From an optimization exercise on the open Yosys and OpenROAD flow, aimed at small area, a short achievable clock period and few clock cycles; shortcuts taken in it are not production practice.
The RTL was checked by simulation tests, not by an equivalence proof against the original design.
Power figures rest on the tool's default switching activity, not on a simulated workload.

`design/flow/config.mk`:
```
export PLATFORM = sky130hd
export DESIGN_NAME = JAM
export DESIGN_NICKNAME = JAM
export VERILOG_FILES = /design/flow/design.v
export SDC_FILE = /design/flow/constraint.sdc
export NUM_CORES = 4
export LEC_CHECK = 0
export CAP_MARGIN = 20
export CORE_MARGIN = 2
export CORE_UTILIZATION = 40
export SETUP_SLACK_MARGIN = 4.0
export SLEW_MARGIN = 20
```
`design/flow/constraint.sdc`:
```
create_clock -name core_clock -period 7.0 [get_ports {CLK}]
set_input_delay 1.4000 -clock core_clock [delete_from_list [all_inputs] [get_ports {CLK}]]
set_output_delay 1.4000 -clock core_clock [all_outputs]
set_load 0.01 [all_outputs]
```
`design/flow/design.v`:
```
module JAM (
    input CLK,
    input RST,
    output [3:0] MatchCount,
    output [9:0] MinCost,
    output       Valid,
    output [2:0] W,
    output [2:0] J,
    input  [6:0] Cost
);
localparam ST_SCAN = 2'd0;
localparam ST_Z    = 2'd1;
localparam ST_FIN  = 2'd2;
localparam ST_DONE = 2'd3;
integer k;
reg [1:0] st;
reg [6:0] cnt;
reg [2:0] rc;           
reg [2:0] jr;           
reg [2:0] wr;           
reg [2:0] r;            
reg       first;        
reg       pend;         
reg       pe;           
reg [6:0] dsum;         
reg [6:0] delta;        
reg [8:0] kofs;         
reg [9:0] xh;           
reg [6:0] cost_r;
reg [7:0] dmin;
reg [2:0] j1p, j0p, p1;    
reg [2:0] wp;           
reg [2:0] wro, wpo;     
reg       m1;
reg       aact;
reg [2:0] ar;            
reg [2:0] ac;
reg [9:0] mincost;
reg       valid;
reg [6:0] xz;           
reg [2:0] lp;           
reg [6:0] dmore;        
reg [7:0] zr;
reg [2:0] tpos;         
reg       dst;          
reg       pendc;        
reg       ph1;          
reg [2:0] lvl;
reg [3:0] ds;
reg [7:0] dused;
reg [20:0] dch;
reg [3:0] dcnt;
reg [55:0] cNV;    
reg [63:0] cM;     
reg [23:0] cW;     
reg [7:0]  cU;     
reg [7:0]  cPd;    
reg [23:0] cP;     
reg [7:0]  cMt;    
reg [55:0] rU;     
reg [7:0]  rV;     
reg [7:0]  rPd;    
assign MatchCount = dcnt;
assign MinCost    = mincost;
assign Valid      = valid;
assign W          = wr;
assign J          = jr;
wire scan = (st == ST_SCAN);
wire zp   = (st == ST_Z);
wire hold1 = scan && (cnt == 7'd1) && aact && !adone;
wire s_proc = scan && (cnt >= 7'd2 && cnt <= 7'd9);
wire fclr = first && scan && (cnt >= 7'd1 && cnt <= 7'd8);   
wire z_proc = zp && (cnt >= 7'd2 && cnt <= 7'd65);
wire force0 = ph1 && !pend;
wire [6:0] dsel = (cPd[1] && !pend) ? delta : 7'd0;
wire [6:0] nv_e = force0 ? 7'd0 : (cNV[13:7] + dsel);
wire [6:0] u_e  = force0 ? 7'd0 : (rU[13:7]  + ((rPd[1] && !pend) ? delta : 7'd0));
wire [9:0] xa = force0 ? 10'd0 : {3'b000, cNV[13:7]};
wire [9:0] xb = force0 ? 10'd0 : {3'b000, dsel};
wire [9:0] xc = {kofs[8], kofs};
wire [9:0] xh_e = (xa ^ xb ^ xc) + {((xa[8:0] & xb[8:0]) | (xa[8:0] & xc[8:0]) | (xb[8:0] & xc[8:0])), 1'b0};
wire [9:0] cand = {3'b000, cost_r} + xh;
wire usedh = cU[0];
wire isj0  = !first && (j0p == 3'd0);
wire elig  = !usedh && !isj0;
wire [7:0] mold = cM[7:0];
wire [7:0] din  = dmin;
function sgn3;
    input [6:0] a;
    input [9:0] b;
    input [7:0] x;
    reg [10:0] p, q, y, sm, cy;
    begin
        p = {4'b0000, a};
        q = {b[9], b};
        y = ~{3'b000, x};
        sm = p ^ q ^ y;
        cy = {((p[9:0] & q[9:0]) | (p[9:0] & y[9:0]) | (q[9:0] & y[9:0])), 1'b1};
        sgn3 = (sm + cy) >> 10;
    end
endfunction
wire c1 = sgn3(cost_r, xh, mold);
wire c2 = sgn3(cost_r, xh, din);
wire c3 = (mold < din);
wire better = elig && c1;
wire [7:0] mnew = better ? cand[7:0] : mold;
wire take = elig && (c2 || c3);
wire [7:0] dmin_n = take ? mnew : din;
wire [2:0] p1_n = take ? cP[2:0] : p1;
wire       m1_n = take ? cMt[0] : m1;
wire [2:0] r1 = r + 3'd1;
wire pcommit = !(s_proc && (cnt == 7'd9) && take);
wire [2:0] rn = (r == 3'd7) ? (rc + 3'd3) : r1;
wire [2:0] wnx_t = cMt[0] ? cP[2:0] : rn;
wire [2:0] wnx_f = m1 ? p1 : rn;
wire [2:0] wnx = take ? wnx_t : wnx_f;
wire [2:0] wpx_t = wnx_t - rc - 3'd1;
wire [2:0] wpx_f = wnx_f - rc - 3'd1;
wire [2:0] wpx = take ? wpx_t : wpx_f;
wire [6:0] zc = cnt - 7'd2;
wire [6:0] zn = cnt - 7'd1;
wire [7:0] zs = {1'b0, cost_r} + {1'b0, xz};
wire zbit = (zs == {1'b0, rU[6:0]});
wire [2:0] zcol = rc + zc[5:3];
reg  [7:0] mz;
reg  [6:0] nv_z;
wire [2:0] zsel = zn[5:3] + 3'd1;
always @(*) begin
    mz = cM[7:0];
    for (k = 0; k < 8; k = k + 1)
        if (zcol == k) mz[k] = zbit;
    nv_z = 7'd0;
    for (k = 0; k < 8; k = k + 1)
        if (zsel == k) nv_z = cNV[7*k +: 7];
end
wire [7:0] cM_h = z_proc ? mz : s_proc ? mnew : pM[7:0];
wire [2:0] cW_h = (s_proc && better) ? wro : cW[2:0];
wire       cU_h = z_proc ? 1'b0 : s_proc ? (usedh | isj0) : cU[0];
wire       rV_h = s_proc ? (rV[0] | (wpo == 3'd0)) : rV[0];
wire [2:0] apos = ac;
wire [2:0] rm1  = r - 3'd1;
reg  [2:0] arw;
reg  [2:0] aenc;
always @(*) begin
    arw = 3'd0;
    for (k = 0; k < 8; k = k + 1)
        if (apos == k) arw = cW[3*k +: 3];
    aenc = 3'd0;
    for (k = 0; k < 8; k = k + 1)
        if (cMt[k] && (cP[3*k +: 3] == arw)) aenc = k;
end
wire adone = (arw == ar);
wire [2:0] awp = apos - 3'd1;    
wire [2:0] usel = wp;
reg [6:0] u_w;
reg       v_w;
reg       rV_w;
always @(*) begin
    u_w = 7'd0;
    v_w = 1'b0;
    rV_w = 1'b0;
    for (k = 0; k < 8; k = k + 1)
        if (usel == k) begin
            u_w = rU[7*k +: 7];
            v_w = rPd[k];
            rV_w = rV[k];
        end
end
wire [2:0] lpd = dgo ? (lp + 3'd1) : lp;
wire [2:0] lpb = tpos;
wire [2:0] tp_l = lvl - rc - 3'd1;
wire [2:0] tp_1 = dtl - rc - 3'd1;
wire [2:0] tp_2 = dtl2 - rc - 3'd1;
reg [7:0] gd, gb;
always @(*) begin
    gd = 8'd0;
    gb = 8'd0;
    for (k = 0; k < 8; k = k + 1) begin
        if (lpd == k) gd = cM[8*k +: 8];
        if (lpb == k) gb = cM[8*k +: 8];
    end
end
wire [7:0] zrow = zr;
reg  [7:0] gtm;
always @(*) begin
    for (k = 0; k < 8; k = k + 1)
        gtm[k] = ds[3] || (k > ds[2:0]);
end
wire [7:0] dc = zrow & ~dused & gtm;
reg  [2:0] dj;
always @(*) begin
    dj = 3'd0;
    for (k = 7; k >= 0; k = k - 1)
        if (dc[k]) dj = k;
end
wire dgo = (st == ST_FIN) && dst;
wire dhave = (dc != 8'd0);
wire ddesc = dhave && (lvl != 3'd7);
wire dtwo  = dhave && !one8(dc);
reg  [6:0] dlt, dlt2;
reg  [2:0] dtl, dtl2;
reg        dany;
reg  [2:0] dback;
reg  [7:0] dkeep;
always @(*) begin
    for (k = 0; k < 7; k = k + 1)
        dlt[k] = dmore[k] && (k < lvl);
    dany = (dlt != 7'd0);
    dtl = 3'd0;
    for (k = 0; k < 7; k = k + 1)
        if (dlt[k]) dtl = k;
    dlt2 = 7'd0;
    for (k = 0; k < 7; k = k + 1)
        dlt2[k] = dmore[k] && (k < dtl);
    dtl2 = 3'd0;
    for (k = 0; k < 7; k = k + 1)
        if (dlt2[k]) dtl2 = k;
    dback = 3'd0;
    dkeep = 8'd0;
    for (k = 0; k < 7; k = k + 1) begin
        if (dtl == k) dback = dch[3*k +: 3];
        if (k < dtl) dkeep = dkeep | (8'd1 << dch[3*k +: 3]);
    end
end
reg [7:0] rf;
reg [7:0] ctk;
reg [63:0] pM;
function one8;    
    input [7:0] x;
    reg [3:0] o1, t1;
    reg [1:0] o2, t2;
    begin
        o1 = x[7:4] | x[3:0];
        t1 = x[7:4] & x[3:0];
        o2 = o1[3:2] | o1[1:0];
        t2 = (o1[3:2] & o1[1:0]) | t1[3:2] | t1[1:0];
        one8 = (o2[1] ^ o2[0]) && !(o2[1] & o2[0]) && (t2 == 2'b00)
            || ((o2[1] ^ o2[0]) && (t2 == 2'b00));
    end
endfunction
always @(*) begin
    for (k = 0; k < 8; k = k + 1)
        rf[k] = one8(cM[8*k +: 8]);
    for (k = 0; k < 8; k = k + 1)
        ctk[k] = (st == ST_FIN) && ({cM[56+k], cM[48+k], cM[40+k], cM[32+k], cM[24+k], cM[16+k], cM[8+k], cM[k]} & rf) != 8'd0;
    for (k = 0; k < 64; k = k + 1)
        pM[k] = cM[k] && (rf[k / 8] || !ctk[k % 8]);
end
wire allf = (rf == 8'hFF);
always @(posedge CLK) begin
    cost_r <= Cost;
    xh <= xh_e;
    cNV <= {cNV[6:0], cNV[55:14], nv_e};
    cM  <= {cM_h, pM[63:16], (fclr ? 8'hFF : pM[15:8])};
    cW  <= {cW_h, cW[23:3]};
    cU  <= {cU_h, cU[7:2], (cU[1] & !fclr)};
    cP  <= {cP[2:0], cP[23:3]};
    if (aact) begin
        for (k = 0; k < 8; k = k + 1)
            if (awp == k) cP[3*k +: 3] <= arw;
    end
    rU <= {rU[6:0], rU[55:14], u_e};
    rV <= {rV_h, rV[7:2], (rV[1] & !fclr)};
    if (pend) begin
        cPd <= {cU_h, cU[7:1]};
        rPd <= {rV_h, rV[7:1]};
    end else begin
        cPd <= {cPd[0], cPd[7:2], 1'b0};
        rPd <= {rPd[0], rPd[7:2], 1'b0};
    end
    if (scan && cnt == 7'd1)
        dmin <= 8'hFF;
    if (s_proc) begin
        dmin <= dmin_n;
        p1 <= p1_n;
        m1 <= m1_n;
    end
    if (s_proc && take)
        j1p <= 3'd7;
    else
        j1p <= j1p - 3'd1;
    if (pend)
        j0p <= j1p - 3'd1;
    else
        j0p <= j0p - 3'd1;
    if (pend)
        delta <= dmin[6:0] - dsum;
    if (aact) begin
        ac <= aenc - 3'd1;
    end else begin
        ac <= j1p - 3'd1;    
        ar <= r;
    end
    xz <= (zn[5:3] == 3'd0) ? nv_e : nv_z;
    wro <= wr;
    wpo <= wp - 3'd1;
    if (dgo) begin
        if (ddesc) begin
            for (k = 0; k < 7; k = k + 1)
                if (lvl == k) dch[3*k +: 3] <= dj;
        end
    end
    zr <= (!dgo || ddesc) ? gd : gb;
    tpos <= (!dgo || ddesc) ? ((dtwo && dgo) ? tp_l : tp_1) : tp_2;
end
always @(posedge CLK or posedge RST) begin
    if (RST) begin
        st <= ST_SCAN;
        cnt <= 7'd0;
        rc <= 3'd0;
        jr <= 3'd2;
        wr <= 3'd0;
        wp <= 3'd0;
        r <= 3'd0;
        first <= 1'b1;
        pend <= 1'b0;
        pe <= 1'b0;
        dsum <= 7'd0;
        kofs <= 9'd0;
        mincost <= 10'd0;
        valid <= 1'b0;
        aact <= 1'b0;
        cMt <= 8'd0;
        dmore <= 7'd0;
        lvl <= 3'd0;
        lp <= 3'd0;
        ds <= 4'hF;
        dused <= 8'd0;
        dcnt <= 4'd0;
        dst <= 1'b0;
        pendc <= 1'b0;
        ph1 <= 1'b1;
    end else begin
        rc <= rc + 3'd1;
        wp <= wp - 3'd1;
        jr <= jr + 3'd1;
        lp <= lp - 3'd1;
        pend <= 1'b0;
        cMt <= {cMt[0], cMt[7:1]};
        if (aact) begin
            for (k = 0; k < 8; k = k + 1)
                if (awp == k) cMt[k] <= 1'b1;
            if (adone)
                aact <= 1'b0;
        end
        pendc <= pend && pcommit;
        if (pend)
            ph1 <= 1'b0;
        if (pend) begin
            if (pe) begin
                if (pcommit && r != 3'd7)
                    aact <= 1'b1;
                if (r == 3'd7)
                    wr <= rc + 3'd3;
                kofs <= 9'd0;
                first <= 1'b1;
            end else begin
                kofs <= {2'b00, dmin[6:0]} - {2'b00, u_w};
                first <= 1'b0;
            end
        end
        if (pendc) begin
            if (pe) begin
                if (r == 3'd7) begin
                    st <= ST_Z;
                    wr <= rc + 3'd3;
                end
                r <= r1;
                mincost <= mincost + dmin[6:0];
                dsum <= 7'd0;
            end else begin
                dsum <= dmin[6:0];
            end
        end
        case (st)
            ST_SCAN: begin
                if (cnt == 7'd8 || (cnt == 7'd9 && take)) begin
                    pend <= 1'b1;
                    pe <= !m1_n;
                    cnt <= (cnt == 7'd8) ? 7'd9 : 7'd0;
                    wr <= wnx;
                    wp <= wpx;
                end else if (cnt == 7'd9) begin
                    cnt <= 7'd1;
                end else if (!hold1) begin
                    cnt <= cnt + 7'd1;
                end
            end
            ST_Z: begin
                wr <= rc + 3'd3;
                if (cnt[2:0] == 3'd7)
                    jr <= jr + 3'd2;
                if (cnt == 7'd65)
                    st <= ST_FIN;
                cnt <= cnt + 7'd1;
            end
            default: ;
        endcase
        if (st == ST_FIN)
            dst <= 1'b1;
        if (st == ST_FIN && allf) begin
            dcnt <= 4'd1;
            valid <= 1'b1;
            st <= ST_DONE;
        end else if (dgo) begin
            if (ddesc) begin
                dused <= dused | (8'd1 << dj);
                lvl <= lvl + 3'd1;
                lp <= lp;
                ds <= 4'hF;
                for (k = 0; k < 7; k = k + 1)
                    if (lvl == k) dmore[k] <= dtwo;
            end else begin
                if (lvl == 3'd7 && dhave)
                    dcnt <= dcnt + 4'd1;
                if (!dany) begin
                    valid <= 1'b1;
                    st <= ST_DONE;
                end
                dused <= dkeep;
                lvl <= dtl;
                lp <= dtl - rc - 3'd1;
                ds <= {1'b0, dback};
            end
        end
    end
end
endmodule
```
`design/flow/run.sh`:
```
#!/bin/bash
# synth_recipe.tcl (not shown) runs the flow's synth.tcl, then flattens the netlist and writes it again
# the make line also repeats each setting of config.mk as NAME=value (left out here)
make -C /OpenROAD-flow-scripts/flow DESIGN_CONFIG=/design/flow/config.mk WORK_HOME=/design/flow/orfs CLKGATE_MAP_FILE= SYNTH_SCRIPT=/design/flow/synth_recipe.tcl finish
```
==> impl_results.md, run 1 <==
* Status: no timing/DRC/antenna violations
* First-pass detailed-route iteration total at 5
* Largest net degree at the start of global routing at 70
* Place WS at 3.13 ns
* End point of the critical path: wr[1]$_DFF_PP0_
* Worst Slack Setup Final at 3.95 ns
* Hold Fails Final Rpt at 0
* First-pass GRT wire length at 101000 µm
* Fin crit share at 0.435
* Critical path fanouts, max at 3
* Fmax at 328 MHz
* Yosys reg bits at 443
* Initial antenna violation count at 2
* Post-detail-place hpwl at 45200 µm
* Worst r2r dst: wr[1]$_DFF_PP0_
* Gr usage total at 0.221
* Final wirelength at 64300 µm
* Net switching power at 0.00511 W
* CP endpoint kind: flip-flop
* Asr flop ratio synth at 0.212
* Die Height at 241 µm
* Die W at between 200 and 250 µm
* DRT iter0 DRCs at 1581
* Share of cells above drive strength 1 at 0.148
* Total power at 0.0126 W
* Worst path slowest cell: fa_1
* Finished Core Util at 0.474
* Htree depth at 2
* Worst path bufs/invs at 1
* Critical path required time at 7.51 ns
* Worst path cell trace: fa_1 -> inv_1 -> ha_1 -> nor2b_4 -> nor3_2 -> o21ai_1 -> a2111o_1 -> a21o_1 -> a221o_1 -> a32o_1 -> a21oi_1
* Starting Density at 0.406
* Worst VDD drop at roughly 270 µV
* Slew Viols, Final at 0
* Clk Latency, worst-skew pair at 0.61 ns
* Setup slack, reg-to-reg at roughly 4.0 ns
* Pleak at approximately 11 nW
* PD cells at 479 nW/µm²
* RSZ-0062 raised after global routing: true
* Worst slew margin at 0.344
* Via count at 18183
* Flop pwr share at 0.376
* R2r startpoint: dmin[1]$_SDFFCE_PN1P_
* Post-Synthesis Cells at 2386
* Critical path type: flip-flop to flip-flop
* Clock slew at reported path FFs at around 0.060 ns
* Number of diodes at 0
* Synth Flop Type: dfxtp_1
* Clock Sink Count at ~440
* # placed instances at just over 3000
* Hold Path Class: flip-flop to flip-flop
* Top-level I/O count at 30
* Depth of the worst register-to-register path at 11
* CTS root buffer: clkbuf_16
* Gate power share at 0.417
* Register area share after synthesis at 0.434
* Setup tns final at 0 ns
* Placement row count at 86
* Setup-failing EPs final at 0
* Critical path launch point type: flip-flop
* Ys Warns at 1
* Sw Ratio at 0.406
* Syn avg cell area at 9.44 µm²
* Final Non-Filler Cells at 3250
* DIE AREA at 58200 µm²
* Input/output buffers at 29
* Internal at 0.00747 W
* Clock Power Share at 0.207
* Drt via density at roughly 5.6
* CTS buffer count at 48
* Final Net Count at 2618
* Gpl congestion at 0.939
* Final Skew at between 0.02 and 0.025 ns
* Max clock buf depth at 3
* TritonCTS clock tree: done
* Max-cap violations at 0
* Syn Nets at 2542
* WP data arrival at 3.55 ns
* Netlist cell types at 82
* Slowest stage delay, CP at 0.50 ns
* Vias in the first global route at 17691
* Drc violations at 0
* WL/cell at 19.8 µm
* Worst-margin pin slew at just under 1 ns
* Detail Route Antenna Nets at 0
* Top delay family on crit path: compound AO/OA/AOI/OAI gates
* Grt total ovfl at 0
* Cell Area, Synth at 22500 µm²
* CP Depth at 11
* Crit path time final at 3.05 ns
* Fillers at 5158
* CORE AREA at between 50000 and 60000 µm²
* Number of enable flip-flop cells after synthesis at 43
* CP Launch Point: dmin[1]$_SDFFCE_PN1P_
* Area growth, synth to finish at 16.7%
[cell type report]
type / count / area [µm²] / share of cell area
multi-input cells: 1690 / 12200 / 0.464
clock inverters: 21 / 229 / 0.00871
well taps: 748 / 936 / 0.0356
repair buffers: 129 / 1110 / 0.0422
flip-flops and latches: 443 / 9820 / 0.374
clock buffers: 69 / 1400 / 0.0534
inverters: 150 / 578 / 0.0220
[per-stage QoR]
stage	hold WS, ns	cell area (µm²)
3_3_place_gp	0.326	23600
4_1_cts	0.343	25700
3_5_place_dp	0.333	23600
6_report	0.341	26300
5_1_grt	0.347	26300
2_1_floorplan	0.323	22600
[power by group through the flow]
stage	clock network (W)	registers, W	logic, W
floorplan	0	0.00411	0.00372
global placement	0	0.00475	0.00447
detailed placement	0	0.00476	0.00457
CTS	0.00266	0.00470	0.00492
global route	0.00276	0.00484	0.00585
finish	0.00260	0.00473	0.00525
[repair_timing]
action,in CTS,in global routing
setup buffers,40,34
resized for setup,64,82
pin swaps,12,33
hold endpoints to repair,0,0
cloned,0,1
hold buffers,0,0
setup endpoints to repair,91,120
[per-layer routing]
layer  up-vias  GRT usage  wire (µm)  share of wire
met5         -          0          0              0
met3       120     0.0319       4020          0.063
met4         0     0.0701       1850          0.029
met2       616      0.347      28600           0.45
met1      8814      0.313      29800           0.46
li1       8633          -          -              -
[worst register-to-register path, delay by kind of cell (launching register included)]
| kind | cells | cell delay (ns) |
|---|---|---|
| flip-flops | 1 | 0.44 |
| adder cells (fa/ha/maj) | 2 | 0.77 |
| AND/OR/NAND/NOR | 2 | 0.24 |
| buffers and inverters | 1 | 0.04 |
| AO/OA/AOI/OAI | 6 | 1.47 |
[synth_stat cells, types with 9 or more instances]
cell / instances / share of area
a211oi_1: 13 / 0.0043
a21boi_0: 49 / 0.016
a21o_1: 34 / 0.011
a21oi_1: 183 / 0.041
a221oi_1: 15 / 0.0058
a22o_1: 9 / 0.0035
a22oi_1: 64 / 0.021
a31oi_1: 23 / 0.0064
a41oi_1: 9 / 0.0035
and2_1: 35 / 0.0097
buf_2: 10 / 0.0022
clkbuf_1: 88 / 0.015
dfrtp_1: 87 / 0.097
dfxtp_1: 306 / 0.27
edfxtp_1: 43 / 0.057
fa_1: 35 / 0.031
ha_1: 112 / 0.062
inv_1: 149 / 0.025
mux2_2: 33 / 0.016
mux2i_1: 51 / 0.023
nand2_1: 236 / 0.039
nand2b_1: 33 / 0.0092
nand3_1: 44 / 0.0098
nor2_1: 155 / 0.026
nor2b_1: 35 / 0.0097
nor3_1: 45 / 0.010
nor4_1: 15 / 0.0042
nor4_2: 10 / 0.0056
o211ai_1: 20 / 0.0067
o21a_1: 10 / 0.0033
o21ai_0: 122 / 0.027
o21bai_1: 14 / 0.0047
o22ai_1: 31 / 0.0086
or2_2: 11 / 0.0031
or3_1: 12 / 0.0033
xnor2_1: 70 / 0.027
xor2_1: 46 / 0.018
[state kept, by name, indices dropped and copies added (netlist names), 8 cells and up]
register  count
mincost      10
cPd           8
dused         8
cM           64
dch          21
cNV          56
rU           56
rPd           8
cP           24
cMt           8
dmin          8
kofs          8
cW           24
cU            8
xh           10
zr            8
rV            8
[worst min path at each step]
stage / start / to / slack [ns] / cells past startpoint
after floorplan: cNV[3]$_DFF_P_ / cNV[52]$_DFF_P_ / 0.32 / 0
after global placement: rV[5]$_DFF_P_ / rV[4]$_DFF_P_ / 0.33 / 0
after detailed placement: cU[7]$_DFF_P_ / cU[6]$_DFF_P_ / 0.33 / 0
after CTS: rV[7]$_DFF_P_ / rV[6]$_DFF_P_ / 0.34 / 0
after global routing: rU[27]$_DFF_P_ / rU[20]$_DFF_P_ / 0.35 / 0
final: rV[7]$_DFF_P_ / rV[6]$_DFF_P_ / 0.34 / 0
[kinds of logic after synthesis]
family                   Yosys count  share of synthesized area
flip-flops                       443                      0.434
XOR/XNOR                         116                     0.0451
AO/OA/AOI/OAI                    654                      0.187
multiplexers                      97                     0.0507
adder cells (fa/ha/maj)          148                     0.0938
buffers and inverters            254                     0.0432
AND/OR/NAND/NOR                  674                      0.146
[layout by cell type (no fill, tap or decap), types with 32 or more instances in the layout]
master,instances
dfxtp_1,291
nand2_1,228
a21oi_1,176
nor2_1,152
inv_1,139
o21ai_0,111
ha_1,105
buf_4,89
dfrtp_1,73
xnor2_1,68
a22oi_1,62
clkbuf_16,50
mux2i_1,49
a21boi_0,49
xor2_1,46
nand3_1,44
edfxtp_1,43
nor3_1,42
a21o_1,34
and2_1,34
mux2_2,32
fa_1,32
Testbench counts, summed over its fixed seeds: cycles 4,380.
==> inputs of run 2 (changes only) <==
--- a/design/flow/config.mk
+++ b/design/flow/config.mk
@@ -8,5 +8,7 @@
 export CAP_MARGIN = 20
 export CORE_MARGIN = 2
 export CORE_UTILIZATION = 40
-export SETUP_SLACK_MARGIN = 4.0
+export CTS_CLUSTER_DIAMETER = 80
+export CTS_CLUSTER_SIZE = 20
+export SETUP_SLACK_MARGIN = 3.8
 export SLEW_MARGIN = 20
==> run 2 against run 1 <==
Effect of this change:
- still clean
- routed wire length decreased by 0.32%
- sequential power is essentially flat
- non-clock buffer count shrank 27
- via count fell by 1.5%
- area after synthesis did not move
- critical path depth unchanged
- synthesized cell count stayed put
- final area fell by 4.1%
- core utilization fell by 1.9 points
- power down 8.3%
- final cell count shrank 2.2%
- critical endpoint unchanged
- highest routed layer unchanged
==> impl_results.md, run 2 <==
* Status: no timing/DRC/antenna violations
* Number of diodes at 0 (unchanged)
* Ys Warns at 1 (unchanged)
* Slew Viols, Final at 0 (unchanged)
* PD cells at 458 nW/µm² (-4.4%)
* Die Height at 241 µm (unchanged)
* Cell Area, Synth at 22500 µm² (unchanged)
* Setup tns final at 0 ns (unchanged)
* Via count at 17906 (-1.5%)
* Final Net Count at 2571 (-1.8%)
* Worst-margin pin slew at 0.871 ns (-0.105 ns)
* Critical path required time at 7.53 ns (+0.02 ns)
* Grt total ovfl at 0 (unchanged)
* DRT iter0 DRCs at 1691 (+7.0%)
* Syn avg cell area at 9.44 µm² (unchanged)
* Hold Fails Final Rpt at 0 (unchanged)
* Share of cells above drive strength 1 at 0.109 (-0.0389)
* Clk Latency, worst-skew pair at 0.60 ns (about the same)
* Number of enable flip-flop cells after synthesis at 43 (unchanged)
* Asr flop ratio synth at 0.212 (unchanged)
* WL/cell at 20.1 µm (+1.9%)
* Critical path launch point type: flip-flop
* WP data arrival at 3.70 ns (+0.15 ns)
* First-pass GRT wire length at 100000 µm (-0.49%)
* RSZ-0062 raised after global routing: true
* Hold Path Class: flip-flop to flip-flop
* CTS hold repair buffers at 0 (unchanged)
* Critical path type: flip-flop to flip-flop
* Detail Route Antenna Nets at 0 (unchanged)
* Final wirelength at 64100 µm (-0.32%)
* DIE AREA at 58200 µm² (unchanged)
* Max clock buf depth at 3 (unchanged)
* Drt via density at 5.63 (+0.64%)
* Register area share after synthesis at 0.434 (unchanged)
* Htree depth at 1 (-1)
* Netlist cell types at 82 (unchanged)
* Placement row count at 86 (unchanged)
* Post-synth top cells: dfxtp_1 (306), nand2_1 (236), a21oi_1 (183), nor2_1 (155), inv_1 (149)
* CORE AREA at 55400 µm² (unchanged)
* Multi-input gate area at 12000 µm² (-1.4%)
* Worst slew margin at 0.415 (+0.0701)
* Setup-failing EPs final at 0 (unchanged)
* Synth top area share at 0.272 (unchanged)
* Worst VDD drop at 235 µV (-12%)
* Top reg by flops: cM
* Crit path time final at 3.17 ns (+0.120 ns)
* Gpl congestion at 0.936 (-0.27%)
* Post-Synthesis Cells at 2386 (unchanged)
* # placed instances at 3088 (+0.097%)
* Starting Density at 0.406 (unchanged)
* Top-level I/O count at 30 (unchanged)
* First-pass detailed-route iteration total at 6 (+1)
* Clock slew at reported path FFs at 0.09 ns (+0.03 ns)
* CTS buffer count at 29 (-40%)
* Input/output buffers at 29 (unchanged)
* Synth Flop Type: dfxtp_1
* Initial antenna violation count at 0 (-2)
* Syn Nets at 2542 (unchanged)
* Gr usage total at 0.219 (-0.00212)
* Most frequent cells in the layout: dfxtp_1 (295), nand2_1 (231), a21oi_1 (177), nor2_1 (154), inv_1 (144)
* Fmax at 316 MHz (-3.8%)
* Vias in the first global route at 17473 (-1.2%)
* Clock Sink Count at 443 (unchanged)
* Register area at 9800 µm² (-0.20%)
* Final Non-Filler Cells at 3180 (-2.2%)
* Final Skew at 0.0226 ns (+0.000541 ns)
* Area growth, synth to finish at 11.9%
* CP endpoint kind: flip-flop
* Yosys reg bits at 443 (unchanged)
* Commonest non-fill, non-tap cell in the layout: dfxtp_1
* Post-detail-place hpwl at 45400 µm (+0.51%)
* Synth area leader: dfxtp_1
* Critical path fanouts, max at 4 (+1)
* Largest net degree at the start of global routing at 64 (-8.6%)
* Drc violations at 0 (unchanged)
* Fillers at 5298 (+2.7%)
* Cell with the most instances after synthesis: dfxtp_1
* Synth area leaders: dfxtp_1 (27%), dfrtp_1 (9.7%), ha_1 (6.2%)
* Total power at 0.0115 W (-8.3%)
* Max FFs per register at 64 (unchanged)
* Pleak at 10.6 nW (-4.6%)
* Largest regs: cM x64, cNV x56, rU x56
* Max-cap violations at 0 (unchanged)
* TritonCTS clock tree: done
* Die W at 241 µm (unchanged)
* Fin crit share at 0.452 (+0.0172)
* CTS root buffer: clkbuf_16
[run 2: cell counts after synthesis]
No cell type changed its count.
[run 2: worst paths after layout]
kind / from / endpoint / slack [ns] / cells past startpoint
worst max-delay path: dmin[1]$_SDFFCE_PN1P_ / wr[1]$_DFF_PP0_ / 3.83 / 11
worst min-delay path: rV[3]$_DFF_P_ / rV[2]$_DFF_P_ / 0.34 / 0
worst max register to register: dmin[1]$_SDFFCE_PN1P_ / wr[1]$_DFF_PP0_ / 3.83 / 11
worst min register to register: rV[3]$_DFF_P_ / rV[2]$_DFF_P_ / 0.34 / 0
max in group asynchronous: RST / pend$_DFF_PP0_ / 4.22 / 3
min in group asynchronous: RST / dcnt[2]$_DFFE_PP0P_ / 1.41 / 2
[run 2: report_power, final]
group	switching [W]	internal [W]
Sequential	0.00122	0.00352
Clock	0.000928	0.000897
Combinational	0.00271	0.00226
Total	0.00486	0.00668
[run 2: logic make-up after synthesis]
| group | count (synthesis) | synth area share |
|---|---|---|
| fa+ha+maj | 148 | 0.0938 |
| simple gates | 674 | 0.146 |
| xor+xnor | 116 | 0.0451 |
| flops | 443 | 0.434 |
| mux | 97 | 0.0507 |
| buf+inv | 254 | 0.0432 |
| compound gates | 654 | 0.187 |
[run 2: area by class of cell]
class / instances / area share
Sequential cell: 443 / 0.389
Inverter: 150 / 0.0226
Tap cell: 748 / 0.0371
Multi-Input combinational cell: 1689 / 0.477
Clock buffer: 43 / 0.0354
Timing Repair Buffer: 102 / 0.0361
Clock inverter: 5 / 0.00273
[run 2: through the flow]
stage | area [µm²] | setup slack, ns | hold WS [ns] | util
3_3_place_gp | 23600 | 3.31 | 0.327 | 0.425
2_1_floorplan | 22500 | 3.83 | 0.323 | -
3_5_place_dp | 23600 | 3.19 | 0.334 | 0.425
5_1_grt | 25200 | 3.72 | 0.355 | 0.455
4_1_cts | 24800 | 3.70 | 0.345 | 0.448
6_report | 25200 | 3.83 | 0.341 | 0.455
[run 2: timing repair]
| action | CTS | global route |
|---|---|---|
| resized for setup | 35 | 49 |
| buffers inserted | 17 | 25 |
| pin swaps | 3 | 13 |
| setup endpoints to repair | 55 | 46 |
| gates cloned | 0 | 1 |
[run 2: critical path: stages (launching register included)]
cell and delay, ns:
edfxtp_1 0.47, fa_1 0.54, inv_1 0.05, ha_1 0.26, nor2b_4 0.13, nor3_2 0.15, o21ai_1 0.08, a2111o_1 0.49
a21o_1 0.25, a221o_1 0.33, a32o_2 0.25, a21oi_2 0.10
[run 2: routing by layer]
layer	global-route usage	routed length (µm)	vias to the layer above
met5	0	0	-
met4	0.0677	2060	0
met2	0.342	28500	576
li1	-	-	8485
met1	0.312	29700	8721
met3	0.0324	3770	124
==> inputs of run 3 (changes only) <==
--- a/design/flow/config.mk
+++ b/design/flow/config.mk
@@ -10,5 +10,5 @@
 export CORE_UTILIZATION = 40
 export CTS_CLUSTER_DIAMETER = 80
 export CTS_CLUSTER_SIZE = 20
-export SETUP_SLACK_MARGIN = 3.8
+export SETUP_SLACK_MARGIN = 4.1
 export SLEW_MARGIN = 20
==> run 3 against run 2 <==
Effect of this change:
- still clean on timing, DRC and antenna
- die area is the same
- hold slack lost 0.0021 ns
- sequential share of layout area shrank 1.4 points
- area after synthesis is the same
- core utilization grew 1.8 points
- register-to-register slack is essentially flat
- power grew 5.4%
- final area grew 3.9%
==> impl_results.md, run 3 <==
* Ys Warns at 1 (unchanged)
* DIE AREA at 58200 µm² (unchanged)
* Syn Nets at 2542 (unchanged)
* Final wirelength at 65700 µm (+2.6%)
* Top delay family on crit path: compound AO/OA/AOI/OAI gates
* Input/output buffers at 29 (unchanged)
* Gpl congestion at 0.956 (+2.1%)
* WL/cell at 20.3 µm (+0.54%)
* Number of enable flip-flop cells after synthesis at 43 (unchanged)
* Final Skew at 0.0241 ns (+0.00145 ns)
* Top-level I/O count at 30 (unchanged)
* RSZ-0062 raised after global routing: true
* DRT iter0 DRCs at 1454 (-14%)
* Max-cap violations at 0 (unchanged)
* Slowest stage delay, CP at 0.51 ns (-0.03 ns)
* Syn avg cell area at 9.44 µm² (unchanged)
* Asr flop ratio synth at 0.212 (unchanged)
* Setup tns final at 0 ns (unchanged)
* Cell Area, Synth at 22500 µm² (unchanged)
* Fmax at 315 MHz (-0.23%)
* Worst slew margin at 0.435 (+0.0204)
* Yosys reg bits at 443 (unchanged)
* Depth of the worst register-to-register path at 11 (unchanged)
* Drt via density at 5.61 (-0.45%)
* Drc violations at 0 (unchanged)
* DP Area at 23600 µm² (+0.10%)
* Initial antenna violation count at 0 (unchanged)
* Share of cells above drive strength 1 at 0.165 (+0.0565)
* R2r startpoint: dmin[1]$_SDFFCE_PN1P_
* PD cells at 465 nW/µm² (+1.5%)
* Register area share after synthesis at 0.434 (unchanged)
* Commonest non-fill, non-tap cell in the layout: dfxtp_1
* Place WS at 3.16 ns (-0.0390 ns)
* Largest net degree at the start of global routing at 61 (-4.7%)
* Critical path type: flip-flop to flip-flop
* Die Height at 241 µm (unchanged)
* Worst path cell trace: fa_1 -> inv_1 -> ha_1 -> nor2b_4 -> nor3_2 -> o21ai_1 -> a2111o_1 -> a21o_1 -> a221o_1 -> a32o_2 -> a21oi_2
* Synth top area share at 0.272 (unchanged)
* Final Cell Area at 26200 µm² (+3.9%)
* Synth area leader: dfxtp_1
* Critical path fanouts, max at 3 (-1)
* Max FFs per register at 64 (unchanged)
* Htree depth at 1 (unchanged)
* Worst path bufs/invs at 1 (unchanged)
* CTS buffer count at 31 (+6.9%)
* CP endpoint kind: flip-flop
* Worst VDD drop at 303 µV (+29%)
* Synth Flop Type: dfxtp_1
* Clk Latency, worst-skew pair at 0.64 ns (+0.04 ns)
* WP data arrival at 3.74 ns (+0.04 ns)
* Via count at 18184 (+1.6%)
* Min-delay src: rV[4]$_DFF_P_
* Worst path slowest cell: fa_1
* CORE AREA at 55400 µm² (unchanged)
* Netlist cell types at 82 (unchanged)
* Hold Fails Final Rpt at 0 (unchanged)
* CP Depth at 11 (unchanged)
* TritonCTS clock tree: done
* Hold Path Class: flip-flop to flip-flop
* Placement row count at 86 (unchanged)
* CTS hold repair buffers at 0 (unchanged)
* Gr usage total at 0.221 (+0.00181)
* Worst-margin pin slew at 0.840 ns (-0.0317 ns)
* First-pass GRT wire length at 100000 µm (+0.33%)
* CP Launch Point: dmin[1]$_SDFFCE_PN1P_
* CTS root buffer: clkbuf_16
* Status: no timing/DRC/antenna violations
* Final Net Count at 2630 (+2.3%)
* Cell with the most instances after synthesis: dfxtp_1
* Slew Viols, Final at 0 (unchanged)
* Starting Density at 0.406 (unchanged)
* Pleak at 11.0 nW (+4.0%)
* Total power at 0.0122 W (+5.4%)
* Crit path time final at 3.17 ns (+0.00726 ns)
* Critical path launch point type: flip-flop
* Synth area leaders: dfxtp_1 (27%), dfrtp_1 (9.7%), ha_1 (6.2%)
* Fin crit share at 0.453 (+0.00104)
* Max clock buf depth at 3 (unchanged)
* Worst Slack Setup Final at 3.83 ns (-0.00726 ns)
* Clock Sink Count at 443 (unchanged)
* Grt total ovfl at 0 (unchanged)
* Post-synth top cells: dfxtp_1 (306), nand2_1 (236), a21oi_1 (183), nor2_1 (155), inv_1 (149)
* Post-detail-place hpwl at 45700 µm (+0.72%)
* Post-Synthesis Cells at 2386 (unchanged)
* Critical path required time at 7.56 ns (+0.03 ns)
* Setup-failing EPs final at 0 (unchanged)
* Number of diodes at 0 (unchanged)
* WHS Path Cells at 0 (unchanged)
* Area growth, synth to finish at 16.2%
* Most frequent cells in the layout: dfxtp_1 (291), nand2_1 (222), a21oi_1 (166), nor2_1 (147), inv_1 (139)
* Die W at 241 µm (unchanged)
* Detail Route Antenna Nets at 0 (unchanged)
* First-pass detailed-route iteration total at 6 (unchanged)
* Largest regs: cM x64, cNV x56, rU x56
* Clock slew at reported path FFs at 0.09 ns (about the same)
* Top reg by flops: cM
* Vias in the first global route at 17415 (-0.33%)
-- run 3: cell counts after synthesis --
No cell type changed its count.
-- run 3: final cells by class --
cell class,count,area (µm²)
Timing Repair Buffer,157,1340
Tap cell,748,936
Clock buffer,40,852
Multi-Input combinational cell,1691,12500
Clock inverter,15,149
Fill cell,5142,29200
Inverter,150,578
Sequential cell,443,9820
-- run 3: worst paths after layout --
path                                    to  slack, ns
setup / recovery           wr[1]$_DFF_PP0_       3.83
hold / removal               rV[3]$_DFF_P_       0.34
setup reg to reg           wr[1]$_DFF_PP0_       3.83
hold reg to reg              rV[3]$_DFF_P_       0.34
max in group asynchronous   pend$_DFF_PP0_       4.49
min in group asynchronous  dst$_DFFE_PP0N_       1.46
-- run 3: cells by family (layout without fill, tap and decap cells) --
| group | after synthesis | count (layout) | synth area share |
|---|---|---|---|
| AOI/OAI and AO/OA | 654 | 654 | 0.187 |
| xor gates and xnor gates | 116 | 117 | 0.0451 |
| muxes | 97 | 97 | 0.0507 |
| buffers and inverters | 254 | 362 | 0.0432 |
| adders and majority gates | 148 | 148 | 0.0938 |
| DFF | 443 | 443 | 0.434 |
| and+or+nand+nor | 674 | 675 | 0.146 |
-- run 3: worst reg2reg max path: stages, from the launching register on --
cell and delay, ns:
edfxtp_1 0.46, fa_1 0.51, inv_1 0.04, ha_1 0.26
nor2b_4 0.13, nor3_2 0.17, o21ai_1 0.11, a2111o_1 0.50
a21o_1 0.24, a221o_1 0.33, a32o_2 0.23, a21oi_2 0.12
-- run 3: layer usage --
layer,global-route usage,vias up,share of wire
li1,-,8604,-
met1,0.316,8883,0.46
met4,0.0520,0,0.021
met5,0,-,0
met3,0.0276,108,0.063
met2,0.355,589,0.45
-- run 3: timing repair --
item / CTS / global route
gates resized for setup: 97 / 124
endpoints found under the setup margin: 126 / 144
pin swaps: 20 / 56
cloned: 0 / 2
buffers inserted: 52 / 50
-- run 3: per-stage QoR --
| step | hold WS [ns] | utilization | instances |
|---|---|---|---|
| global route | 0.342 | 0.472 | 3244 |
| detailed placement | 0.335 | 0.426 | 3085 |
| global placement | 0.327 | 0.426 | 3085 |
| finish | 0.339 | 0.472 | 3244 |
| CTS | 0.342 | 0.456 | 3192 |
| floorplan | 0.323 | - | 2386 |
-- run 3: report_power, final --
part | internal (W) | switching (W)
registers | 0.00353 | 0.00118
logic | 0.00257 | 0.00301
clock network | 0.000889 | 0.000976
==> inputs of run 4 (changes only) <==
--- a/design/flow/config.mk
+++ b/design/flow/config.mk
@@ -10,5 +10,5 @@
 export CORE_UTILIZATION = 40
 export CTS_CLUSTER_DIAMETER = 80
 export CTS_CLUSTER_SIZE = 20
-export SETUP_SLACK_MARGIN = 4.1
+export SETUP_SLACK_MARGIN = 3.9
 export SLEW_MARGIN = 20
==> run 4 against run 3 <==
Effect of this change:
- combinational power shrank about 10%
- largest power group unchanged
- power shrank 4.3%
- largest cell class unchanged
- critical endpoint is now wp[2]$_DFF_PP0_
- clock-buffer cell count grew 2
- setup slack gained 0.085 ns
==> impl_results.md, run 4 <==
* Max clock buf depth at 3 (unchanged)
* Fmax at 324 MHz (+2.7%)
* Cell Area, Synth at 22500 µm² (unchanged)
* Setup tns final at 0 ns (unchanged)
* First-pass detailed-route iteration total at 8 (+2)
* First-pass GRT wire length at 100000 µm (-0.27%)
* Drt via density at 5.62 (+0.31%)
* Hold Slack at 0.340 ns (+0.00119 ns)
* Area growth, synth to finish at 13.0%
* Slew Viols, Final at 0 (unchanged)
* Status: no timing/DRC/antenna violations
* Worst-margin pin slew at 1.11 ns (+0.271 ns)
* Asr flop ratio synth at 0.212 (unchanged)
* WL/cell at 20.1 µm (-0.69%)
* Cell with the most instances after synthesis: dfxtp_1
* Worst Slack Setup Final at 3.91 ns (+0.0847 ns)
* Final Net Count at 2588 (-1.6%)
* Fillers at 5194 (+1.0%)
* Clk Latency, worst-skew pair at 0.61 ns (-0.03 ns)
* Detail Route Antenna Nets at 0 (unchanged)
* Die W at 241 µm (unchanged)
* DRT iter0 DRCs at 1483 (+2.0%)
* CTS hold repair buffers at 0 (unchanged)
* Share of cells above drive strength 1 at 0.122 (-0.0432)
* Depth of the worst register-to-register path at 11 (unchanged)
* CP endpoint kind: flip-flop
* Max-cap violations at 0 (unchanged)
* Final Skew at 0.0164 ns (-0.00771 ns)
* Critical path launch point type: flip-flop
* Clock Sink Count at 443 (unchanged)
* CTS buffer count at 30 (-3.2%)
* Gpl congestion at 0.920 (-3.7%)
* Placement row count at 86 (unchanged)
* Critical path fanouts, max at 6 (+3)
* Hold Path Class: flip-flop to flip-flop
* Top reg by flops: cM
* R2r startpoint: dmin[6]$_SDFFCE_PN1P_
* Pleak at 10.7 nW (-2.8%)
* Setup-failing EPs final at 0 (unchanged)
* Synth area leader: dfxtp_1
* Post-synth top cells: dfxtp_1 (306), nand2_1 (236), a21oi_1 (183), nor2_1 (155), inv_1 (149)
* Ys Warns at 1 (unchanged)
* Number of enable flip-flop cells after synthesis at 43 (unchanged)
* Fin crit share at 0.441 (-0.0121)
* Crit path time final at 3.09 ns (-0.0847 ns)
* Yosys reg bits at 443 (unchanged)
* Critical path required time at 7.49 ns (-0.07 ns)
* Critical path type: flip-flop to flip-flop
* Input/output buffers at 29 (unchanged)
* Synth Flop Type: dfxtp_1
* Final wirelength at 64400 µm (-2.0%)
* CP Launch Point: dmin[6]$_SDFFCE_PN1P_
* Finished Core Util at 0.459 (-0.0131)
* PD cells at 457 nW/µm² (-1.6%)
* WHS Path Cells at 0 (unchanged)
* Post-Synthesis Cells at 2386 (unchanged)
* Via count at 18004 (-0.99%)
* Initial antenna violation count at 0 (unchanged)
* CTS root buffer: clkbuf_16
* Commonest non-fill, non-tap cell in the layout: dfxtp_1
* Multi-input gate area at 12100 µm² (-3.3%)
* Max FFs per register at 64 (unchanged)
* DIE AREA at 58200 µm² (unchanged)
* Worst slew margin at 0.260 (-0.175)
* Top-level I/O count at 30 (unchanged)
* RSZ-0062 raised after global routing: true
* Setup slack, reg-to-reg at 3.91 ns (+0.08 ns)
* Gr usage total at 0.219 (-0.00120)
* Register area at 9810 µm² (about the same)
* Largest net degree at the start of global routing at 64 (+4.9%)
* Syn Nets at 2542 (unchanged)
* Synth area leaders: dfxtp_1 (27%), dfrtp_1 (9.7%), ha_1 (6.2%)
* Drc violations at 0 (unchanged)
* Htree depth at 1 (unchanged)
* CORE AREA at 55400 µm² (unchanged)
* Most frequent cells in the layout: dfxtp_1 (291), nand2_1 (230), a21oi_1 (179), nor2_1 (152), inv_1 (144)
* Largest regs: cM x64, cNV x56, rU x56
* Vias in the first global route at 17560 (+0.83%)
* Place WS at 3.21 ns (+0.0579 ns)
* Post-detail-place hpwl at 45600 µm (-0.25%)
* Register area share after synthesis at 0.434 (unchanged)
* Hold Fails Final Rpt at 0 (unchanged)
* Die Height at 241 µm (unchanged)
* Clock slew at reported path FFs at 0.08 ns (about the same)
* TritonCTS clock tree: done
* Syn avg cell area at 9.44 µm² (unchanged)
* Hold EP: rV[3]$_DFF_P_
* Starting Density at 0.406 (unchanged)
* WP data arrival at 3.58 ns (-0.16 ns)
* Min-delay src: rV[4]$_DFF_P_
* Worst VDD drop at 250 µV (-17%)
* Grt total ovfl at 0 (unchanged)
* Worst r2r dst: wp[2]$_DFF_PP0_
* Synth top area share at 0.272 (unchanged)
* Netlist cell types at 82 (unchanged)
[run 4: layer usage]
layer,global-route usage,wire [µm],vias to the layer above
li1,-,-,8519
met5,0,0,-
met4,0.0595,1750,0
met2,0.356,29400,562
met3,0.0327,3750,121
met1,0.305,29500,8802
[run 4: report_power, final]
group	switching (W)	internal [W]	leakage [nW]
registers	0.00119	0.00352	4.07
clock network	0.000960	0.000935	0.495
logic	0.00274	0.00228	6.14
[run 4: cell type report]
type,count,share of cell area
Antenna cell,1,0.0000983
Multi-Input combinational cell,1689,0.475
Tap cell,748,0.0368
Sequential cell,443,0.386
Inverter,150,0.0224
Clock inverter,11,0.00516
Clock buffer,42,0.0345
Timing Repair Buffer,118,0.0404
[run 4: per-stage QoR]
stage	power, W	cells	area, µm²
after floorplan	0.00781	2386	22500
after global placement	0.00920	3087	23600
after detailed placement	0.00932	3087	23600
after CTS	0.0115	3177	25100
after global routing	0.0125	3201	25500
final	0.0116	3202	25500
[run 4: timing repair]
| action | in CTS | in global routing |
|---|---|---|
| endpoints found under the setup margin | 98 | 65 |
| gates resized for setup | 51 | 55 |
| cloned | 0 | 1 |
| pin swaps | 12 | 14 |
| setup buffers | 37 | 23 |
[run 4: kinds of logic after synthesis]
| logic type | synth area share |
|---|---|
| muxes | 0.0507 |
| xor gates and xnor gates | 0.0451 |
| buffers and inverters | 0.0432 |
| adders and majority gates | 0.0938 |
| and+or+nand+nor | 0.146 |
| AOI/OAI and AO/OA | 0.187 |
| DFF | 0.434 |
[run 4: critical path, stage by stage (launching register included)]
cell       delay (ns)
edfxtp_1         0.59
fa_1             0.56
inv_1            0.04
ha_1             0.26
o2111ai_1        0.10
nor2_1           0.07
a2111o_1         0.49
a21o_1           0.23
buf_4            0.15
nand2_4          0.09
nand2_4          0.09
mux2_2           0.30
[run 4: worst max path at each step]
stage | to | slack (ns) | depth (start not counted)
final | wp[2]$_DFF_PP0_ | 3.91 | 11
after global routing | wp[2]$_DFF_PP0_ | 3.79 | 12
after floorplan | xh[9]$_DFF_P_ | 3.91 | 16
after detailed placement | ac[2]$_DFF_P_ | 3.21 | 11
after CTS | ac[2]$_DFF_P_ | 3.85 | 10
after global placement | ac[2]$_DFF_P_ | 3.29 | 11
==> inputs of run 5 (changes only) <==
--- a/design/flow/config.mk
+++ b/design/flow/config.mk
@@ -5,10 +5,11 @@
 export SDC_FILE = /design/flow/constraint.sdc
 export NUM_CORES = 4
 export LEC_CHECK = 0
+export ABC_AREA = 1
 export CAP_MARGIN = 20
 export CORE_MARGIN = 2
 export CORE_UTILIZATION = 40
 export CTS_CLUSTER_DIAMETER = 80
 export CTS_CLUSTER_SIZE = 20
-export SETUP_SLACK_MARGIN = 3.9
+export SETUP_SLACK_MARGIN = 4.0
 export SLEW_MARGIN = 20
==> run 5 against run 4 <==
Effect of this change:
- still clean
- flip-flop and latch count did not move
- first-iteration DRC count fell by 12%
- global-route usage rose by 0.74 points
- core utilization rose by 0.66 points
- die area fell by 1.4%
- sequential share of layout area fell by 0.28 points
- area after synthesis fell by 1.5%
- critical path depth rose by 11
- clock power fell by 5%
- clock skew rose by 0.0082 ns
- fmax fell by 5.8%
- final cell count rose by 13%
- critical endpoint is now kofs[7]$_DFFE_PP0P_
- largest power group unchanged
- highest routed layer unchanged
==> impl_results.md, run 5 <==
* Status: no timing/DRC/antenna violations
* Syn Nets at 2883 (+13%)
* Critical path launch point type: flip-flop
* Clock slew at reported path FFs at 0.09 ns (about the same)
* Post-synthesis simple-gate area fraction at 0.194 (+0.0474)
* Max FFs per register at 64 (unchanged)
* Die W at 240 µm (-0.73%)
* Compound-cell area share of the yosys netlist at 0.148 (-0.0386)
* Pleak at 11.8 nW (+10%)
* Yosys reg bits at 443 (unchanged)
* Asr flop ratio synth at 0.212 (unchanged)
* Synth Flop Type: dfxtp_1
* R2r startpoint: wp[0]$_DFF_PP0_
* WHS Path Cells at 0 (unchanged)
* Hold EP: cNV[14]$_DFF_P_
* Ys Warns at 1 (unchanged)
* Clk Latency, worst-skew pair at 0.61 ns (about the same)
* Worst Slack Setup Final at 3.72 ns (-0.190 ns)
* CP Launch Point: wp[0]$_DFF_PP0_
* Setup-failing EPs final at 0 (unchanged)
* Min-delay src: cNV[21]$_DFF_P_
* Most frequent cells in the layout: nand2_1 (502), inv_1 (390), dfxtp_1 (300), nor2_1 (193), a21oi_1 (169)
* RSZ-0062 raised after global routing: true
* Critical path required time at 7.52 ns (+0.03 ns)
* Synth area leaders: dfxtp_1 (28%), dfrtp_1 (9.8%), nand2_1 (9.0%)
* Final Net Count at 3002 (+16%)
* Share of cells above drive strength 1 at 0.119 (-0.00336)
* CORE AREA at 55000 µm² (-0.78%)
* Cell Area, Synth at 22200 µm² (-1.5%)
* CTS hold repair buffers at 0 (unchanged)
* DRT iter0 DRCs at 1300 (-12%)
* Number of diodes at 0 (-1)
* Fin crit share at 0.468 (+0.0271)
* Netlist cell types at 66 (-20%)
* Top-level I/O count at 30 (unchanged)
* Setup tns final at 0 ns (unchanged)
* Drc violations at 0 (unchanged)
* First-pass GRT wire length at 102000 µm (+2.4%)
* Max-cap violations at 0 (unchanged)
* First-pass detailed-route iteration total at 5 (-3)
* CTS buffer count at 29 (-3.3%)
* Placement row count at 86 (unchanged)
* Post-Synthesis Cells at 2727 (+14%)
* Initial antenna violation count at 1 (+1)
* Setup slack, reg-to-reg at 3.72 ns (-0.19 ns)
* Max clock buf depth at 3 (unchanged)
* Die Height at 240 µm (-0.73%)
* Post-synthesis xor/xnor area fraction at 0.0347 (-0.0104)
* Commonest non-fill, non-tap cell in the layout: nand2_1
* Adder-cell share of the synthesized area at 0.0952 (+0.00141)
* Hold Fails Final Rpt at 0 (unchanged)
* Register area share after synthesis at 0.441 (+0.00651)
* Place WS at 3.21 ns (-0.000100 ns)
* Gpl congestion at 0.953 (+3.7%)
* PD cells at 472 nW/µm² (+3.3%)
* Top reg by flops: cM
* CTS root buffer: clkbuf_16
* Starting Density at 0.404 (-0.00287)
* Syn avg cell area at 8.14 µm² (-14%)
* Area growth, synth to finish at 15.5%
* Synth top area share at 0.276 (+0.00408)
* Worst VDD drop at 268 µV (+7.0%)
* Via count at 19097 (+6.1%)
* Total power at 0.0121 W (+3.9%)
* Depth of the worst register-to-register path at 22 (+11)
* Critical path fanouts, max at 7 (+1)
* Slew Viols, Final at 0 (unchanged)
* Final wirelength at 66300 µm (+3.0%)
* Mux contribution to synthesized area at 0.00620 (-0.0445)
* Worst r2r dst: kofs[7]$_DFFE_PP0P_
* CP endpoint kind: flip-flop
* Critical path type: flip-flop to flip-flop
* Synth area leader: dfxtp_1
* WL/cell at 18.3 µm (-8.8%)
* Final Skew at 0.0246 ns (+0.00822 ns)
* Grt total ovfl at 0 (unchanged)
* Largest net degree at the start of global routing at 73 (+14%)
* TritonCTS clock tree: done
* Largest family of logic cells by synthesized area: simple AND/OR/NAND/NOR gates
* Largest regs: cM x64, cNV x56, rU x56
* Input/output buffers at 29 (unchanged)
* Clock Sink Count at 443 (unchanged)
* Htree depth at 1 (unchanged)
* Post-detail-place hpwl at 49100 µm (+7.6%)
* DP Area at 23200 µm² (-1.5%)
* Detail Route Antenna Nets at 0 (unchanged)
* Hold Path Class: flip-flop to flip-flop
* Post-synth top cells: nand2_1 (531), inv_1 (410), dfxtp_1 (306), nor2_1 (209), o21ai_0 (183)
* WP data arrival at 3.79 ns (+0.21 ns)
* Crit path time final at 3.28 ns (+0.190 ns)
* DIE AREA at 57400 µm² (-1.4%)
* Worst slew margin at 0.316 (+0.0562)
* Cell with the most instances after synthesis: nand2_1
* Final Cell Area at 25600 µm² (+0.65%)
* Vias in the first global route at 18552 (+5.6%)
* Fmax at 305 MHz (-5.8%)
* Worst-margin pin slew at 1.02 ns (-0.0921 ns)
* Number of enable flip-flop cells after synthesis at 43 (unchanged)
* Drt via density at 5.28 (-6.0%)
* Gr usage total at 0.227 (+0.00739)
## run 5: cell types whose count changed in the layout (fill, tap and decap cells not counted), sizes merged, moves of 47 or more
cell	before	now
a21boi	50	3
o21ai	123	188
nand2	236	541
nor2	156	220
xnor2	70	15
nand3	45	105
inv	156	424
nand4	6	54
a22oi	64	3
## run 5: worst max-delay path by stage
stage	end	slack (ns)	cells after the start
6_report	kofs[7]$_DFFE_PP0P_	3.72	22
5_1_grt	kofs[7]$_DFFE_PP0P_	3.49	23
4_1_cts	tpos[2]$_DFF_P_	3.76	19
3_5_place_dp	tpos[2]$_DFF_P_	3.21	18
3_3_place_gp	tpos[2]$_DFF_P_	3.33	18
2_1_floorplan	xh[8]$_DFF_P_	4.00	16
## run 5: worst max-delay path, cell delays in order (launching register included)
cell	delay (ns)
dfrtp_2	0.47
inv_4	0.10
ha_2	0.22
nand2_4	0.09
buf_4	0.17
a31oi_1	0.20
a21oi_1	0.06
nand3_1	0.07
o211ai_1	0.10
nand3_1	0.12
o21ai_2	0.11
ha_1	0.32
inv_1	0.14
nor2_1	0.07
nor2_1	0.16
nor2_2	0.06
nor2_1	0.10
inv_1	0.06
a21oi_2	0.15
nor2_1	0.07
inv_1	0.11
a21oi_2	0.07
o31ai_2	0.18
## run 5: cells by family after synthesis
family / Yosys count
XOR/XNOR: 87
AND/OR/NAND/NOR: 1003
multiplexers: 13
adder cells (fa/ha/maj): 148
flip-flops: 443
AO/OA/AOI/OAI: 567
buffers and inverters: 466
## run 5: layout make-up
type / count / area (µm²)
clock buffer: 42 / 774
clock inverter: 10 / 153
fill: 5337 / 29400
inverter: 423 / 1640
multi-input combinational: 1819 / 11200
sequential: 443 / 9810
tap: 748 / 936
timing repair buffer: 129 / 1140
timing repair inverter: 1 / 3.75
## run 5: per-layer routing
metal,track usage,up-vias,share of wire
li1,-,9324,-
met1,0.314,9070,0.46
met2,0.362,572,0.45
met3,0.0277,131,0.053
met4,0.0847,0,0.037
met5,0,-,0
## run 5: per-stage QoR
step,hold WS [ns],cells,utilization
floorplan,0.324,2727,-
global placement,0.330,3465,0.423
detailed placement,0.333,3465,0.423
CTS,0.335,3566,0.450
global route,0.352,3615,0.466
finish,0.349,3615,0.466
## run 5: timing repair
| action | 4_1_cts | 5_1_grt |
|---|---|---|
| pin swaps | 12 | 49 |
| gates resized for setup | 98 | 133 |
| buffers inserted | 48 | 43 |
| gates cloned | 1 | 4 |
| endpoints found under the setup margin | 86 | 95 |
## run 5: power by group
| group | internal (W) | switching, W |
|---|---|---|
| logic | 0.00227 | 0.00371 |
| registers | 0.00356 | 0.000755 |
| clock network | 0.000870 | 0.000934 |
==> inputs of run 6 (changes only) <==
--- a/design/flow/config.mk
+++ b/design/flow/config.mk
@@ -5,7 +5,6 @@
 export SDC_FILE = /design/flow/constraint.sdc
 export NUM_CORES = 4
 export LEC_CHECK = 0
-export ABC_AREA = 1
 export CAP_MARGIN = 20
 export CORE_MARGIN = 2
 export CORE_UTILIZATION = 40
==> run 6 against run 5 <==
Effect of this change:
- still clean on timing, DRC and antenna
- clock skew is 0.00058 ns higher
- setup slack better by 0.22 ns
- sequential power increased by 9.5%
- critical path depth is 11 lower
- first-iteration DRC count grew 21%
- synthesized cell count down 13%
- non-clock buffer count is 12 higher
- core utilization fell by 0.20 points
- final cell count fell by 11%
- via count decreased by 5.8%
- largest cell class unchanged
- highest routed layer unchanged
==> impl_results.md, run 6 <==
* Status: no timing/DRC/antenna violations
* Clk Latency, worst-skew pair at 0.61 ns (about the same)
* Cell Area, Synth at 22500 µm² (+1.5%)
* Pleak at 10.8 nW (-8.3%)
* Worst-margin pin slew at 0.955 ns (-0.0632 ns)
* Hold Path Class: flip-flop to flip-flop
* DRT iter0 DRCs at 1575 (+21%)
* Area growth, synth to finish at 14.2%
* TritonCTS clock tree: done
* Initial antenna violation count at 2 (+1)
* Ys Warns at 1 (unchanged)
* Setup-failing EPs final at 0 (unchanged)
* Post-detail-place hpwl at 45200 µm (-8.0%)
* Fillers at 5239 (-1.8%)
* Die W at 241 µm (+0.73%)
* Final Net Count at 2612 (-13%)
* Total power at 0.0118 W (-2.1%)
* DIE AREA at 58200 µm² (+1.5%)
* Hold Slack at 0.335 ns (-0.0143 ns)
* Die Height at 241 µm (+0.73%)
* CORE AREA at 55400 µm² (+0.78%)
* Synth area leader: dfxtp_1
* Fin crit share at 0.436 (-0.0321)
* Netlist cell types at 82 (+24%)
* Slew Viols, Final at 0 (unchanged)
* Hold Fails Final Rpt at 0 (unchanged)
* Crit path time final at 3.05 ns (-0.225 ns)
* Register area share after synthesis at 0.434 (-0.00651)
* CTS buffer count at 30 (+3.4%)
* Critical path required time at 7.52 ns (about the same)
* Critical path type: flip-flop to flip-flop
* Starting Density at 0.406 (+0.00287)
* Max FFs per register at 64 (unchanged)
* RSZ-0062 raised after global routing: true
* Max clock buf depth at 3 (unchanged)
* Top-level I/O count at 30 (unchanged)
* Asr flop ratio synth at 0.212 (unchanged)
* Finished Core Util at 0.464 (-0.00197)
* Fmax at 327 MHz (+7.4%)
* PD cells at 460 nW/µm² (-2.5%)
* Clock Sink Count at 443 (unchanged)
* Clock slew at reported path FFs at 0.09 ns (about the same)
* Share of cells above drive strength 1 at 0.142 (+0.0232)
* Grt total ovfl at 0 (unchanged)
* WL/cell at 19.8 µm (+8.0%)
* Critical path launch point type: flip-flop
* Place WS at 3.13 ns (-0.0837 ns)
* Setup slack, reg-to-reg at 3.95 ns (+0.22 ns)
* Final Skew at 0.0252 ns (+0.000576 ns)
* Setup tns final at 0 ns (unchanged)
* Vias in the first global route at 17555 (-5.4%)
* Htree depth at 1 (unchanged)
* Gr usage total at 0.218 (-0.00907)
* Worst slew margin at 0.359 (+0.0428)
* Synth Flop Type: dfxtp_1
* Gpl congestion at 0.939 (-1.5%)
* Drt via density at 5.58 (+5.5%)
* Largest regs: cM x64, cNV x56, rU x56
* Via count at 17981 (-5.8%)
* Critical path fanouts, max at 3 (-4)
* Number of enable flip-flop cells after synthesis at 43 (unchanged)
* CTS root buffer: clkbuf_16
* Final wirelength at 63900 µm (-3.6%)
* Synth top area share at 0.272 (-0.00408)
* Detail Route Antenna Nets at 0 (unchanged)
* Max-cap violations at 0 (unchanged)
* Drc violations at 0 (unchanged)
* Largest net degree at the start of global routing at 70 (-4.1%)
* Worst VDD drop at 250 µV (-6.5%)
* CP endpoint kind: flip-flop
* Most frequent cells in the layout: dfxtp_1 (291), nand2_1 (228), a21oi_1 (174), nor2_1 (152), inv_1 (140)
* First-pass GRT wire length at 99800 µm (-2.6%)
* Post-Synthesis Cells at 2386 (-13%)
* Placement row count at 86 (unchanged)
* Commonest non-fill, non-tap cell in the layout: dfxtp_1
* Top reg by flops: cM
* Post-synth top cells: dfxtp_1 (306), nand2_1 (236), a21oi_1 (183), nor2_1 (155), inv_1 (149)
* Syn Nets at 2542 (-12%)
* First-pass detailed-route iteration total at 8 (+3)
* Syn avg cell area at 9.44 µm² (+16%)
* WP data arrival at 3.57 ns (-0.22 ns)
* Synth area leaders: dfxtp_1 (27%), dfrtp_1 (9.7%), ha_1 (6.2%)
* Input/output buffers at 29 (unchanged)
* Worst Slack Setup Final at 3.95 ns (+0.225 ns)
* Cell with the most instances after synthesis: dfxtp_1
* Yosys reg bits at 443 (unchanged)
==> run 6: changes by cell type in the layout (fill, tap and decap cells not counted), sizes merged, moves of 56 or more <==
cell / previous run / this run
o21ai: 188 / 123
a22oi: 3 / 64
nand2: 541 / 236
nand3: 105 / 45
inv: 424 / 154
xnor2: 15 / 71
nor2: 220 / 156
==> run 6: what timing repair did <==
action,in CTS,in global routing
hold buffers,0,0
pin swaps,12,37
setup endpoints to repair,93,91
gates cloned,0,1
resized for setup,62,88
setup buffers,49,37
==> run 6: path summary, 6_finish.rpt <==
path,endpoint,cells after the start,startpoint
min reg2reg,rV[6]$_DFF_P_,0,rV[7]$_DFF_P_
min,rV[6]$_DFF_P_,0,rV[7]$_DFF_P_
max in group asynchronous,wp[0]$_DFF_PP0_,3,RST
max,wr[1]$_DFF_PP0_,11,dmin[1]$_SDFFCE_PN1P_
min in group asynchronous,dcnt[1]$_DFFE_PP0P_,2,RST
max reg2reg,wr[1]$_DFF_PP0_,11,dmin[1]$_SDFFCE_PN1P_
==> run 6: logic make-up (layout without fill, tap and decap cells) <==
logic type                 Yosys count  after routing  synth area share
AOI/OAI and AO/OA                  654            654             0.187
xor gates and xnor gates           116            117            0.0451
adders and majority gates          148            148            0.0938
buffers and inverters              254            343            0.0432
DFF                                443            443             0.434
muxes                               97             97            0.0507
other                                0              1                 0
and+or+nand+nor                    674            674             0.146
==> run 6: metal layers <==
layer  GRT usage  wire (µm)
met2       0.347      28700
met1       0.310      29300
met4      0.0563       1870
met5           0          0
met3      0.0307       4040
==> run 6: where the power goes <==
part / switching (W) / leakage (nW) / internal (W)
Sequential: 0.00119 / 4.07 / 0.00353
Clock: 0.000935 / 0.466 / 0.000864
Combinational: 0.00285 / 6.31 / 0.00247
Total: 0.00498 / 10.8 / 0.00686
==> run 6: layout make-up <==
class                           count  area [µm²]  share of cell area
Tap cell                          748         936              0.0364
Sequential cell                   443        9820               0.382
Clock buffer                       39         837              0.0326
Multi-Input combinational cell   1690       12200               0.475
Antenna cell                        1        2.50           0.0000973
Inverter                          150         578              0.0225
Timing Repair Buffer              141        1210              0.0472
Clock inverter                     13         118             0.00457
==> run 6: critical path, stage by stage (launching register included) <==
cell,delay [ns]
edfxtp_1,0.44
fa_1,0.50
inv_1,0.04
ha_1,0.27
nor2b_4,0.13
nor3_2,0.11
o21ai_1,0.10
a2111o_1,0.46
a21o_1,0.23
a221o_1,0.34
a32o_1,0.22
a21oi_1,0.12
==> run 6: stage by stage <==
stage,instance area [µm²],instances
2_1_floorplan,22600,2386
3_3_place_gp,23600,3085
3_5_place_dp,23600,3085
4_1_cts,25100,3186
5_1_grt,25700,3224
6_report,25700,3225

## separate check: timing with driven ports
How much do the figures lean on ideal ports? The routed layouts below were timed once more, with nothing changed but the port constraints.
Step 1: set_driving_cell puts a clkbuf_16 on CLK and a buf_2 on each other input, an assumption about the parent block.
Step 2, shift: input delay + t, output delay - t, t = (earliest + latest rising clock arrival at the registers) / 2. This alone moves slack from input paths to output paths.
Three values: ideal ports, drivers, drivers and shift; two values: the first two.
run	t, ns	setup WS [ns]	worst setup path after step 2	cell pins on the clock port's net
run 1	0.651	3.954 / 3.954 / 3.877	input, reset recovery	1
run 2	0.645	3.834 / 3.818 / 3.604	input, reset recovery	1
run 3	0.683	3.827 / 3.827 / 3.827	register to register	1
run 4	0.659	3.911 / 3.890 / 3.557	input, reset recovery	1
run 5	0.653	3.721 / 3.721 / 3.721	register to register	1
run 6	0.652	3.946 / 3.946 / 3.895	input, reset recovery	1
After both steps setup and hold are still met in every run listed. The setup slack of run 4, which loses most, moves by -0.021 ns with the drivers and by -0.354 ns with both steps. Setup slack includes reset recovery checks.
